What follows belongs to an exercise in optimizing a design on an open flow for small area and a short achievable clock period; a production flow would make more cautious choices. Function not checked in this run: the RTL went through the layout flow alone.

[design/flow/config.mk]
export PLATFORM = sky130hd
export DESIGN_NAME = encoder_3c1s_18x18
export DESIGN_NICKNAME = encoder_3c1s_18x18
export VERILOG_FILES = /design/flow/design.v
export SDC_FILE = /design/flow/constraint.sdc
export NUM_CORES = 4
export LEC_CHECK = 0
export CAP_MARGIN = 20
export CORE_MARGIN = 2
export CORE_UTILIZATION = 40
export SLEW_MARGIN = 20
[design/flow/constraint.sdc]
create_clock -name core_clock -period 12.0 [get_ports {clock}]
set_input_delay 2.4000 -clock core_clock [delete_from_list [all_inputs] [get_ports {clock}]]
set_output_delay 2.4000 -clock core_clock [all_outputs]
set_load 0.01 [all_outputs]
[design/flow/design.v]
`timescale 1ns / 1ps
module TNS_encoder_12(
    input wire [11 - 1 : 0] datain,     
    input wire clock,
    output reg [11:0] codeout
    );  
    wire [11:0] code_wire;
    reg [3:0] r_bit;     
    wire [11 - 1 : 0] r04_b;
    wire [10 - 1 : 0] r04_c;
    wire [9 - 1 : 0] r03;
    wire [8 - 1 : 0] r03_b;
    wire [7 - 1 : 0] r03_c;
    wire [6 - 1 : 0] r02;
    wire [5 - 1 : 0] r02_b;
    wire [4 - 1 : 0] r02_c;
    wire [3 - 1 : 0] r01;
    wire [2 - 1 : 0] r01_b;
    wire [1 - 1 : 0] r01_c;
    assign r04_b = (code_wire[11] == 0) ? (datain) : (datain - 1029);
    assign r04_c = (code_wire[10] == 0) ? (r04_b) : (r04_b - 686);
    assign r03 = (code_wire[9] == 0) ? (r04_c) : (r04_c - 343);
    assign r03_b = (code_wire[8] == 0) ? (r03) : (r03 - 147);
    assign r03_c = (code_wire[7] == 0) ? (r03_b) : (r03_b - 98);
    assign r02 = (code_wire[6] == 0) ? (r03_c) : (r03_c - 49);
    assign r02_b = (code_wire[5] == 0) ? (r02) : (r02 - 21);
    assign r02_c = (code_wire[4] == 0) ? (r02_b) : (r02_b - 14);
    assign r01 = (code_wire[3] == 0) ? (r02_c) : (r02_c - 7);
    assign r01_b = (code_wire[2] == 0) ? (r01) : (r01 - 3);
    assign r01_c = (code_wire[1] == 0) ? (r01_b) : (r01_b - 2);
    assign code_wire[11] = (datain < 1029) ? (0) : ( (datain >= (1029 + 343)) ? (1) : (r_bit[3]) );
    assign code_wire[10] = (r04_b < 686) ? (0) : (1);
    assign code_wire[9] = (r04_c < 343) ? (0) : (1);
    assign code_wire[8] = (r03 < 147) ? (0) : ( (r03 >= (147 + 49)) ? (1) : (r_bit[2]) );
    assign code_wire[7] = (r03_b < 98) ? (0) : (1);
    assign code_wire[6] = (r03_c < 49) ? (0) : (1);
    assign code_wire[5] = (r02 < 21) ? (0) : ( (r02 >= (21 + 7)) ? (1) : (r_bit[1]) );
    assign code_wire[4] = (r02_b < 14) ? (0) : (1);
    assign code_wire[3] = (r02_c < 7) ? (0) : (1);
    assign code_wire[2] = (r01 < 3) ? (0) : ( (r01 >= (3 + 1)) ? (1) : (r_bit[0]) );
    assign code_wire[1] = (r01_b < 2) ? (0) : (1);
    assign code_wire[0] = r01_c;
    always @(posedge clock) begin
      codeout <= code_wire;
      r_bit[3] <= code_wire[11];
      r_bit[2] <= code_wire[8];
      r_bit[1] <= code_wire[5];
      r_bit[0] <= code_wire[2];
    end
endmodule
module encoder_3c1s_18x18(datain, clock, codeout);
    input wire [219:0] datain;
    input wire clock;
    output wire [239:0] codeout;
    TNS_encoder_12 ecoder01( .datain(datain[10:0]), .clock(clock), .codeout(codeout[11:0]) );
    TNS_encoder_12 ecoder02( .datain(datain[21:11]), .clock(clock), .codeout(codeout[23:12]) );
    TNS_encoder_12 ecoder03( .datain(datain[32:22]), .clock(clock), .codeout(codeout[35:24]) );
    TNS_encoder_12 ecoder04( .datain(datain[43:33]), .clock(clock), .codeout(codeout[47:36]) );
    TNS_encoder_12 ecoder05( .datain(datain[54:44]), .clock(clock), .codeout(codeout[59:48]) );
    TNS_encoder_12 ecoder06( .datain(datain[65:55]), .clock(clock), .codeout(codeout[71:60]) );
    TNS_encoder_12 ecoder07( .datain(datain[76:66]), .clock(clock), .codeout(codeout[83:72]) );
    TNS_encoder_12 ecoder08( .datain(datain[87:77]), .clock(clock), .codeout(codeout[95:84]) );
    TNS_encoder_12 ecoder09( .datain(datain[98:88]), .clock(clock), .codeout(codeout[107:96]) );
    TNS_encoder_12 ecoder10( .datain(datain[109:99]), .clock(clock), .codeout(codeout[119:108]) );
    TNS_encoder_12 ecoder11( .datain(datain[120:110]), .clock(clock), .codeout(codeout[131:120]) );
    TNS_encoder_12 ecoder12( .datain(datain[131:121]), .clock(clock), .codeout(codeout[143:132]) );
    TNS_encoder_12 ecoder13( .datain(datain[142:132]), .clock(clock), .codeout(codeout[155:144]) );
    TNS_encoder_12 ecoder14( .datain(datain[153:143]), .clock(clock), .codeout(codeout[167:156]) );
    TNS_encoder_12 ecoder15( .datain(datain[164:154]), .clock(clock), .codeout(codeout[179:168]) );
    TNS_encoder_12 ecoder16( .datain(datain[175:165]), .clock(clock), .codeout(codeout[191:180]) );
    TNS_encoder_12 ecoder17( .datain(datain[186:176]), .clock(clock), .codeout(codeout[203:192]) );
    TNS_encoder_12 ecoder18( .datain(datain[197:187]), .clock(clock), .codeout(codeout[215:204]) );
    TNS_encoder_12 ecoder19( .datain(datain[208:198]), .clock(clock), .codeout(codeout[227:216]) );
    TNS_encoder_12 ecoder20( .datain(datain[219:209]), .clock(clock), .codeout(codeout[239:228]) );
endmodule
[design/flow/run.sh]
#!/bin/bash
# synth_recipe.tcl (not shown) runs the flow's synth.tcl, then flattens the netlist and writes it again
# the make line also repeats each setting of config.mk as NAME=value (left out here)
make -C /OpenROAD-flow-scripts/flow DESIGN_CONFIG=/design/flow/config.mk WORK_HOME=/design/flow/orfs CLKGATE_MAP_FILE= SYNTH_SCRIPT=/design/flow/synth_recipe.tcl finish
==> reports/summary.txt <==
Primary FF master, synth - dfxtp_1
max_slew headroom - 0.2112
DRT iter0 DRCs - 4,668
clock tree buffer depth - 3
status - timing/DRC/antenna clean
hpwl dp - 168,800 um
fmax - 85.81 MHz
Min Clock Period, post-route - 11.65 ns
post-synthesis sequential area ratio - 0.08018
slowest cell delay on critical path - 0.52 ns
wire per inst - 16.35 um
Initial Utilization - 0.4015
antenna-violating nets left - 0
CTS buffer count - 41
First-pass DRT Iterations - 6
Final Skew - 0.03189 ns
Non-Filler Instances - 12,860
# H-tree levels - 2
crit path buf inv count - 5
RSZ-0062 raised after global routing - yes
Slowest-stage cell, CP - a2111o_1
Num Clock Sinks - 240
Post-synth EDFFs - 0
worst-path maximum fanout - 5
Final Max Tran Viols - 0
Vias/cell - 5.946
syn avg cell area - 7.057 um^2
Synth area leader - dfxtp_1
Final period util - 0.9711
Design Area, Final - 0.08750 mm^2
most common cell after layout, fill and taps aside - buf_4
number of distinct library cells after synthesis - 146
IO Count - 461
CP Capture Type - flip-flop
critical path type - input port to flip-flop
Hold Buf Count CTS - 0
share of cells above drive strength 1 - 0.3073
Worst EP arrival - 12.13 ns
vias in the first global route - 71,720
crit path launch type - input port
Placed Area - 0.08326 mm^2
CTS clk-pin slew, worst paths - 0.05 ns
Synth Cell Area - 0.05992 mm^2
final RePlAce weighted congestion - 0.9312
Req. time, crit path - 12.47 ns
post-synth top area share - 0.08018
post-synthesis instance total - 8,491
grt ovf - 0
setup slack after layout - 0.3467 ns
most frequent cells in the layout - 2,123 x buf_4, 621 x nand2_1, 576 x nor2_1, 442 x a21oi_1, 426 x o21ai_0
Mapped Nets - 8,921
P&R area growth vs syn - 46.02%
pin count of the biggest net entering global routing - 17
final WL - 210,300 um
CTS tree - built
fin nets - 11,300
Fin. Hold Viols - 0
WHS - 0.4970 ns
fraction of registers with async set/reset - 0
placed cell count - 12,650
MaxCap Viol Count - 0
pre-CTS worst setup slack - -0.4933 ns
top post-synthesis cells by area - dfxtp_1 8.0%, xnor2_1 5.5%, ha_1 4.4%
Least-Margin Pin Slew - 1.168 ns
yosys warns - 1
Residual DRC - 0
Setup-failing EPs final - 0
delay-heaviest family, CP - compound AO/OA/AOI/OAI gates
via count - 76,450
Die Height - 391.0 um
clock root cell - clkbuf_16
Site Rows - 142
first-pass GRT wire length - 342,100 um
Buffers on Ports - 460
most frequent CP cell - ha_1
gr usage total - 0.2544
Worst Hold Class - flip-flop to flip-flop
#FFs+latches synth - 240
initial antenna violation count - 8
Die X-Extent - 391.0 um
Skew-Pair Late Insertion Delay - 0.63 ns
core box area - 0.1492 mm^2
DIE AREA - 0.1529 mm^2
-- worst min-delay path, stage by stage (launching register included) --
cell	delay (ns)
dfxtp_1	0.34
nand2_1	0.07
nand2_1	0.05
-- routing by layer --
layer,part of all wire,GRT usage,wire length (um)
met1,0.45,0.3283,95270
met2,0.48,0.4436,100300
met3,0.050,0.03717,10550
met4,0.020,0.05756,4178
met5,0,0,0
-- layout make-up --
type | instances | area (um^2)
clock inverters | 26 | 459.2
diodes | 8 | 20.02
clock buffers | 48 | 1092
flip-flops and latches | 240 | 4805
inverters | 445 | 1685
well taps | 1944 | 2432
multi-input cells | 7553 | 56230
repair buffers | 2593 | 20770
fillers | 13900 | 61750
-- final timing paths --
kind | startpoint | endpoint | slack, ns | cells past startpoint
worst min register to register | ecoder14.codeout[2] | ecoder14.codeout[2] | 0.50 | 2
worst min-delay path | ecoder14.codeout[2] | ecoder14.codeout[2] | 0.50 | 2
worst max-delay path | datain[55] | ecoder06.codeout[1] | 0.35 | 45
worst max register to register | ecoder06.codeout[11] | ecoder06.codeout[1] | 2.09 | 44
-- synthesized netlist by cell type, drive strengths merged, types with 66 or more instances --
cell type	n
buf	103
dfxtp	240
or2	119
nand2b	97
a21oi	500
ha	209
mux2	159
mux2i	223
xnor2	382
clkbuf	151
o31ai	120
o211a	66
nand3	304
o31a	67
nand4	90
o211ai	193
or3	168
a31oi	161
a211o	79
a21boi	71
nor4	137
xor2	150
and2	139
and3	132
or4	79
inv	441
nor3	354
o21ai	538
o221ai	69
a21o	134
a211oi	190
o22ai	75
nor2	609
nand2	638
o21a	164
-- metrics by stage --
step	util	TNS (ns)
2_1_floorplan	-	-1.471
3_3_place_gp	0.5579	-3.389
3_5_place_dp	0.5579	-9.592
4_1_cts	0.5683	0
5_1_grt	0.5863	-1.628
6_report	0.5863	0
-- repair_timing --
| action | in CTS | in global routing |
|---|---|---|
| buffers inserted | 0 | 122 |
| resized for setup | 0 | 380 |
| setup endpoints to repair | 0 | 68 |
-- cell families after synthesis --
| kind of cell | synth area share |
|---|---|
| AO/OA/AOI/OAI | 0.4015 |
| XOR/XNOR | 0.08242 |
| adder cells (fa/ha/maj) | 0.04364 |
| buffers and inverters | 0.04633 |
| flip-flops | 0.08018 |
| multiplexers | 0.06732 |
| AND/OR/NAND/NOR | 0.2786 |

-- port drivers added, routing unchanged --
How much do the figures lean on ideal ports? The routed layout below was timed once more, with nothing changed but the port constraints. Step 1 sets driving cells, clkbuf_16 on the clock port and buf_2 on the other inputs (assumed; they add their load-dependent delay and slew). Step 2 adds t to the input delays and takes it off the output delays; t is the mean of the earliest and latest rising clock arrival at the registers after step 1. Input paths then give back, and output paths get back, about the clock's delay inside the block. a / b / c = ideal ports / drivers / drivers and shift; a / b = the first two.
t (ns): 0.688
setup slack, ns: 0.347 / 0.388 / -0.300
worst hold slack (ns): 0.497 / 0.497 / 0.497
worst setup path at the end: input to register
With both steps, setup timing fails in this run, where it was met with ideal ports. The setup slack of this run moves by +0.041 ns with the drivers and by -0.647 ns with both steps.
